What follows belongs to an exercise in optimizing a design on an open flow for small area, a short achievable clock period and few clock cycles; a production flow would make more cautious choices.
The RTL was checked by simulation tests, not by an equivalence proof against the original design.
Power is estimated from default activity; no workload was simulated.

**design/flow/design.v**
```verilog
module cpu(clk,reset,N,V,Z, mem_cmd, mem_addr, read_data, write_data);
    input clk, reset;
    input [15:0] read_data;
    output [15:0] write_data;
    output Z, V, N;
    output [8:0] mem_addr;
    output [1:0] mem_cmd;
    localparam [1:0] C_NONE = 2'b00, C_WRITE = 2'b01, C_READ = 2'b10;
    reg [127:0] R;               
    reg        halted;
    reg [1:0]  cmd;              
    reg [8:0]  maddr;            
    reg [15:0] wdata;            
    reg        isf;              
    reg [7:0]  fpc;              
    reg        fv;               
    reg        ldm_v, ldw_v;     
    reg [2:0]  ldm_rd, ldw_rd;
    reg        ldw_kill;         
    reg        fN, fV, fZ;
    assign mem_cmd = cmd;
    assign mem_addr = maddr;
    assign write_data = wdata;
    assign N = fN;
    assign V = fV;
    assign Z = fZ;
    reg [15:0] IR;
    reg        irv;
    reg [2:0]  bidx;             
    wire [2:0] op = IR[15:13];
    wire [1:0] alu = IR[12:11];
    wire [2:0] rn = IR[10:8];
    wire [2:0] rd = IR[7:5];
    wire [1:0] sh = IR[4:3];
    wire [2:0] rm = IR[2:0];
    wire i_ldr  = ~op[2];
    wire i_str  = op[2] & ~op[1] & ~op[0];
    wire i_alu  = op[2] & ~op[1] & op[0];
    wire i_mov  = op[2] & op[1] & ~op[0];
    wire i_halt = op[2] & op[1] & op[0];
    wire i_movi = i_mov & alu[1];
    wire i_cmp  = i_alu & (alu == 2'b01);
    wire i_add  = i_alu & (alu == 2'b00);
    wire i_and  = i_alu & (alu == 2'b10);
    wire i_mvn  = i_alu & (alu == 2'b11);
    wire i_wr   = i_mov | (i_alu & (alu != 2'b01));
    wire [2:0] dst = i_movi ? rn : rd;
    wire use_rn = i_ldr | i_str | (i_alu & (alu != 2'b11));
    wire use_rm = i_alu | (i_mov & ~alu[1]);
    wire use_rd = i_str;
    reg [15:0] A, B;
    reg        xv;
    reg [2:0]  xop;
    wire x_wr   = ~xop[2];
    wire x_cmp  = xop == 3'b100;
    wire x_ldr  = xop == 3'b101;
    wire x_str  = xop == 3'b110;
    wire x_halt = xop == 3'b111;
    reg [2:0]  x_dst;
    reg [4:0]  x_imm5;
    wire [15:0] xres;
    wire rd_x = (use_rn & (rn == x_dst)) | (use_rm & (rm == x_dst)) | (use_rd & (rd == x_dst));
    wire rd_m = (use_rn & (rn == ldm_rd)) | (use_rm & (rm == ldm_rd)) | (use_rd & (rd == ldm_rd));
    wire rd_w = (use_rn & (rn == ldw_rd)) | (use_rm & (rm == ldw_rd)) | (use_rd & (rd == ldw_rd));
    wire r_hazard = (xv & x_ldr & rd_x) | (ldm_v & rd_m) | (ldw_v & rd_w);
    wire x_fire = xv & ~halted & ~(ldw_v & x_wr);
    wire r_go = irv & ~halted & (~xv | x_fire) & ~r_hazard;
    reg [15:0] rfa, rfb;
    integer i;
    always @(*) begin
        rfa = 16'b0;
        rfb = 16'b0;
        for (i = 0; i < 8; i = i + 1) begin
            rfa = rfa | ({16{rn == i}} & R[16*i +: 16]);
            rfb = rfb | ({16{bidx == i}} & R[16*i +: 16]);
        end
    end
    wire ldw_ok = ldw_v & ~ldw_kill;
    wire fa_x = xv & x_wr & (x_dst == rn);
    wire fb_x = xv & x_wr & (x_dst == bidx);
    wire [15:0] ra = fa_x ? xres : rfa;
    wire [15:0] rb = fb_x ? xres : rfb;
    wire s_imm = i_movi;
    wire s_pas = ~i_movi & (i_str | (sh == 2'b00));
    wire s_shl = ~i_movi & ~i_str & (sh == 2'b01);
    wire s_shr = ~i_movi & ~i_str & sh[1];
    wire s_msb = ~i_movi & ~i_str & (sh == 2'b11);
    wire [15:0] imm8 = {{8{IR[7]}}, IR[7:0]};
    wire [15:0] B_n = ({16{s_imm}} & imm8) | ({16{s_pas}} & rb) |
                      ({16{s_shl}} & {rb[14:0], 1'b0}) |
                      ({16{s_shr}} & {s_msb & rb[15], rb[15:1]});
    wire [15:0] A_n = ra ^ {16{i_cmp}};    
    wire [15:0] sum = A + B;
    reg [15:0] xres_r;
    always @(*) begin
        case (xop[1:0])
            2'b00: xres_r = sum;
            2'b01: xres_r = B;
            2'b10: xres_r = A & B;
            default: xres_r = ~B;
        endcase
    end
    assign xres = xres_r;
    wire cN = ~sum[15];
    wire cZ = &sum;
    wire cV = (A[15] == B[15]) & (sum[15] != A[15]);
    wire [8:0] xaddr = A[8:0] + {{4{x_imm5[4]}}, x_imm5};
    integer j;
    wire        we = ldw_ok | (x_fire & x_wr);
    wire [2:0]  widx = ldw_v ? ldw_rd : x_dst;
    wire [15:0] wd = ldw_v ? read_data : xres;
    always @(posedge clk) begin
        for (j = 0; j < 8; j = j + 1)
            if (we && widx == j) R[16*j +: 16] <= wd;
    end
    wire accept = fv & (~irv | r_go);
    wire reject = fv & irv & ~r_go;
    wire [7:0] nf = reject ? fpc - {6'b0, isf, ~isf} : fpc;
    wire mem_go = x_fire & (x_ldr | x_str);
    wire stop = halted | (x_fire & x_halt);
    always @(posedge clk) begin
        if (accept) begin
            IR <= read_data;
            bidx <= (read_data[15:13] == 3'b100) ? read_data[7:5] : read_data[2:0];
        end
        if (r_go) begin
            A <= A_n;
            B <= B_n;
            xop <= i_add ? 3'b000 : i_mov ? 3'b001 : i_and ? 3'b010 : i_mvn ? 3'b011 :
                   i_cmp ? 3'b100 : i_ldr ? 3'b101 : i_str ? 3'b110 : 3'b111;
            x_dst <= dst;
            x_imm5 <= IR[4:0];
        end
        wdata <= B;
        if (x_fire & x_cmp) begin
            fN <= cN;
            fV <= cV;
            fZ <= cZ;
        end
        ldm_rd <= x_dst;
        ldw_rd <= ldm_rd;
        ldw_kill <= x_fire & x_wr & ldm_v & (x_dst == ldm_rd);
    end
    always @(posedge clk) begin
        if (reset) begin
            irv <= 1'b0;
            xv <= 1'b0;
            halted <= 1'b0;
            cmd <= C_READ;
            maddr <= 9'd0;
            isf <= 1'b1;
            fpc <= 8'd1;
            fv <= 1'b0;
            ldm_v <= 1'b0;
            ldw_v <= 1'b0;
        end else begin
            irv <= accept | (irv & ~r_go);
            xv <= r_go | (xv & ~x_fire);
            halted <= stop;
            ldm_v <= x_fire & x_ldr;
            ldw_v <= ldm_v;
            fv <= isf & ~reject;
            if (mem_go) begin
                cmd <= x_ldr ? C_READ : C_WRITE;
                maddr <= xaddr;
                isf <= 1'b0;
                fpc <= nf;
            end else if (stop) begin
                cmd <= C_NONE;
                isf <= 1'b0;
            end else begin
                cmd <= C_READ;
                maddr <= {1'b0, nf};
                isf <= 1'b1;
                fpc <= nf + 8'd1;
            end
        end
    end
endmodule
```
**design/flow/run.sh**
```bash
#!/bin/bash
# synth_recipe.tcl (not shown) runs the flow's synth.tcl, then flattens the netlist and writes it again
# the make line also repeats each setting of config.mk as NAME=value (left out here)
make -C /OpenROAD-flow-scripts/flow DESIGN_CONFIG=/design/flow/config.mk WORK_HOME=/design/flow/orfs CLKGATE_MAP_FILE= SYNTH_SCRIPT=/design/flow/synth_recipe.tcl finish
```
**design/flow/config.mk**
```make
export PLATFORM = sky130hd
export DESIGN_NAME = cpu
export DESIGN_NICKNAME = cpu
export VERILOG_FILES = /design/flow/design.v
export SDC_FILE = /design/flow/constraint.sdc
export NUM_CORES = 4
export LEC_CHECK = 0
export ABC_AREA = 1
export CAP_MARGIN = 20
export CORE_MARGIN = 2
export CORE_UTILIZATION = 50
export CTS_CLUSTER_DIAMETER = 100
export CTS_CLUSTER_SIZE = 22
export PLACE_DENSITY = 0.7
export SETUP_SLACK_MARGIN = 4.35
export SLEW_MARGIN = 20
```
**design/flow/constraint.sdc**
```tcl
create_clock -name core_clock -period 7.0 [get_ports {clk}]
set_input_delay 1.4000 -clock core_clock [delete_from_list [all_inputs] [get_ports {clk}]]
set_output_delay 1.4000 -clock core_clock [all_outputs]
set_load 0.01 [all_outputs]
```
==> reports/results.tsv <==
metric	value	unit
DP HPWL	25910	um
Chip Height	164.4	um
CP dominant cell by count	a21oi_1	
largest net degree at the start of global routing	38	
top cells by count, synth	nand2_1 (320), edfxtp_1 (193), inv_1 (160)	
Max Fclk	377.8	MHz
cells after synthesis	1394	
Worst Path Arrival	2870	ps
pre-CTS setup slack	3633	ps
ys async rst share	0	%
number of synthesized register bits	242	
drt first pass iters	5	
Max Clock Skew	31.59	ps
DIE AREA	0.02701	mm2
Synth area leader	edfxtp_1	
final hold slack	454.2	ps
grt total ovfl	0	
clock root cell	clkbuf_16	
Initial Util	51.05	%
Post-Route Setup TNS	0	ps
Startpoint Class	register	
Yosys warning count	1	
CTS tree	built	
WP data required	7220	ps
vias in the first global route	9981	
Static Leak	0.006082	uW
# rows	58	
largest vdd supply drop	201.6	uV
fill count	2132	
global-route wire length before repair	57280	um
EDFF count, synth	193	
mean number of vias per cell	5.902	
pwr/cell area	246.4	mW/mm2
r2r setup slk	4350	ps
post-route setup slack	4353	ps
post-layout util	60.18	%
DRC	0	
placeable core area	0.02518	mm2
crit path to	A[9]	
IO Pins	48	
total track usage	28.08	%
Max Cap Viol	0	
Detailed Route Iter0 Violations	1396	
Post-synth top flop	edfxtp_1	
area grow syn2layout	17.87	%
Synth area leaders	edfxtp_1 (45%), nand2_1 (9.3%), dfxtp_1 (7.6%)	
Mean Syn Cell Area	9.222	um2
Nets	1551	
Post-Layout Cell Count	1838	
reg2reg start	B[4]	
Clock Sinks	242	
max incr delay on CP	490	ps
Netlist cell types	57	
Placer Congestion	0.9493	
CP Launch Point	B[4]	
Synth top area share	45.08	%
RSZ-0062 raised after global routing	true	
CP top delay family	compound AO/OA/AOI/OAI gates	
largest fanout on the critical path	4	
# H-tree levels	1	
CTS Hold Bufs	0	
CTS buffer count	15	
Wirelength per Cell	20.83	um
r2r endpoint	A[9]	
Die W	164.4	um
number of port buffers	47	
Worst-Skew Late Latency	510	ps
worst-margin pin slew	982.2	ps
clock-pin slew of the registers on the worst-case setup and hold paths	100	ps
Tcrit/Tclk final	37.82	%
kind of end point of the critical path	register	
WS Path Type	register to register	
Reg2Reg Depth	12	
slowest CP cell	edfxtp_1	
ANT nets after route	0	
Final Setup Violations	0	
syn_nets	1442	
clock tree buffer depth	3	
most numerous cell in the Yosys netlist	nand2_1	
Final Hold Viols	0	
Slew headroom	34.28	%
WL final	38290	um
Vias	10850	
share of cells above drive strength 1	17.44	%
Pins Over Slew Limit	0	
DP Cell Count	1746	
worst-path cell chain	ha_4 > a21oi_1 > o21ai_2 > a21oi_1 > nand2_2 > buf_4 > xor2_4 > nand2_1 > nand2_2 > a21oi_1 > a31oi_1 > xor2_1	
WP depth	12	
Post-Syn Area	0.01286	mm2
worst min path class	register to register	
sequential fraction of the synthesis area	52.71	%
ANT cells	0	
Critical path buffers and inverters	1	
status	complete, no violations	
Tmin final	2647	ps
initial antenna violation count	0	
[registers in the layout, summed over array words and instances, names as in the netlist, 2 cells and up]
| register | count |
|---|---|
| A | 16 |
| wdata | 16 |
| x_dst | 3 |
| fpc | 8 |
| B | 16 |
| xop | 3 |
| R | 128 |
| bidx | 3 |
| x_imm5 | 5 |
| ldw_rd | 3 |
| IR | 16 |
| cmd | 2 |
| maddr | 9 |
| ldm_rd | 3 |
[stage by stage]
stage	total power, uW	cell area (um2)
floorplan	2413	12860
global placement	2703	13710
detailed placement	2710	13710
CTS	3609	14500
global route	3900	15150
finish	3734	15150
[final cells by class]
| cell class | instances | area, um2 | share of cell area (%) |
|---|---|---|---|
| Clock inverter | 4 | 37.54 | 0.2477 |
| Tap cell | 330 | 412.9 | 2.725 |
| Sequential cell | 242 | 6777 | 44.72 |
| Clock buffer | 18 | 386.6 | 2.551 |
| Inverter | 176 | 681.9 | 4.500 |
| Multi-Input combinational cell | 933 | 5725 | 37.78 |
| Timing Repair Buffer | 135 | 1132 | 7.473 |
[power by group]
part / switching [uW] / total (uW) / internal (uW)
clock network: 476 / 879 / 403
registers: 81.0 / 1780 / 1700
logic: 677 / 1070 / 397
total: 1230 / 3730 / 2500
[kinds of logic (layout without fill, tap and decap cells)]
group	Yosys count	after routing	synth area share (%)
AO/OA/AOI/OAI	287	287	13.99
XOR/XNOR	46	46	3.134
adder cells (fa/ha/maj)	30	30	3.095
buffers and inverters	221	333	6.764
flip-flops	242	242	52.71
multiplexers	3	3	0.2628
AND/OR/NAND/NOR	565	567	20.05
[what timing repair did]
action,in CTS,in global routing
pin swaps,5,26
setup endpoints to repair,216,235
setup buffers,27,41
resized for setup,82,82
cloned,2,0
[placed cells by master, fill, tap and decap left out, drive strengths merged, types with 18 or more instances in the layout]
cell,netlist,routed
o22ai,39,39
dfxtp,49,49
ha,27,27
dlygate4sd2,0,30
a221oi,46,46
nor3,22,22
xor2,35,35
edfxtp,193,193
inv,175,175
nand2,338,338
nor2,94,96
clkbuf,22,18
buf,23,88
a21oi,62,62
nand3,85,85
o21ai,95,95
[layer usage]
layer | part of all wire (%) | track usage [%]
met3 | 8.8 | 3.384
met5 | 0 | 0
met1 | 40 | 37.64
met4 | 4.8 | 11.80
met2 | 46 | 46.23
[worst min-delay path by stage]
stage             start        end  slack (ps)  cells after the start
2_1_floorplan  x_dst[0]  ldm_rd[0]         340                      0
3_3_place_gp       B[0]   wdata[0]         400                      0
3_5_place_dp       B[3]   wdata[3]         420                      0
4_1_cts            B[0]   wdata[0]         440                      0
5_1_grt            B[0]   wdata[0]         450                      0
6_report          B[10]  wdata[10]         450                      0
[worst reg2reg max path, cell delays in order (launching register included)]
cell and delay (ps):
edfxtp_1 490, ha_4 280, a21oi_1 220, o21ai_2 130
a21oi_1 210, nand2_2 110, buf_4 160, xor2_4 170
nand2_1 80, nand2_2 100, a21oi_1 70, a31oi_1 260
xor2_1 110
Testbench counts, summed over its fixed seeds: cycles 17,825.

==> port drivers added, routing unchanged <==
The results above use ideal ports. As a check the final layout listed here was re-extracted and re-timed, cells and wires unchanged.
Step 1, drivers: a clkbuf_16 drives clk and a buf_2 each remaining input, both assumed.
Step 2 times the ports against the registers' clock, not the clock port: input delays grow and output delays shrink by t, the midpoint of the rising clock arrivals with the driver on.
a / b / c = ideal ports / drivers / drivers and shift; a / b = the first two.
t, ns: 0.542
setup WS [ns]: 4.353 / 4.353 / 4.115
worst register clock-pin slew, ns: 0.10 / 0.10
worst data-port slew with drivers (ns): 0.04
After both steps this run still meets setup and hold. For this run, drivers alone change the setup slack by 0.000 ns; drivers and shift together by -0.238 ns.
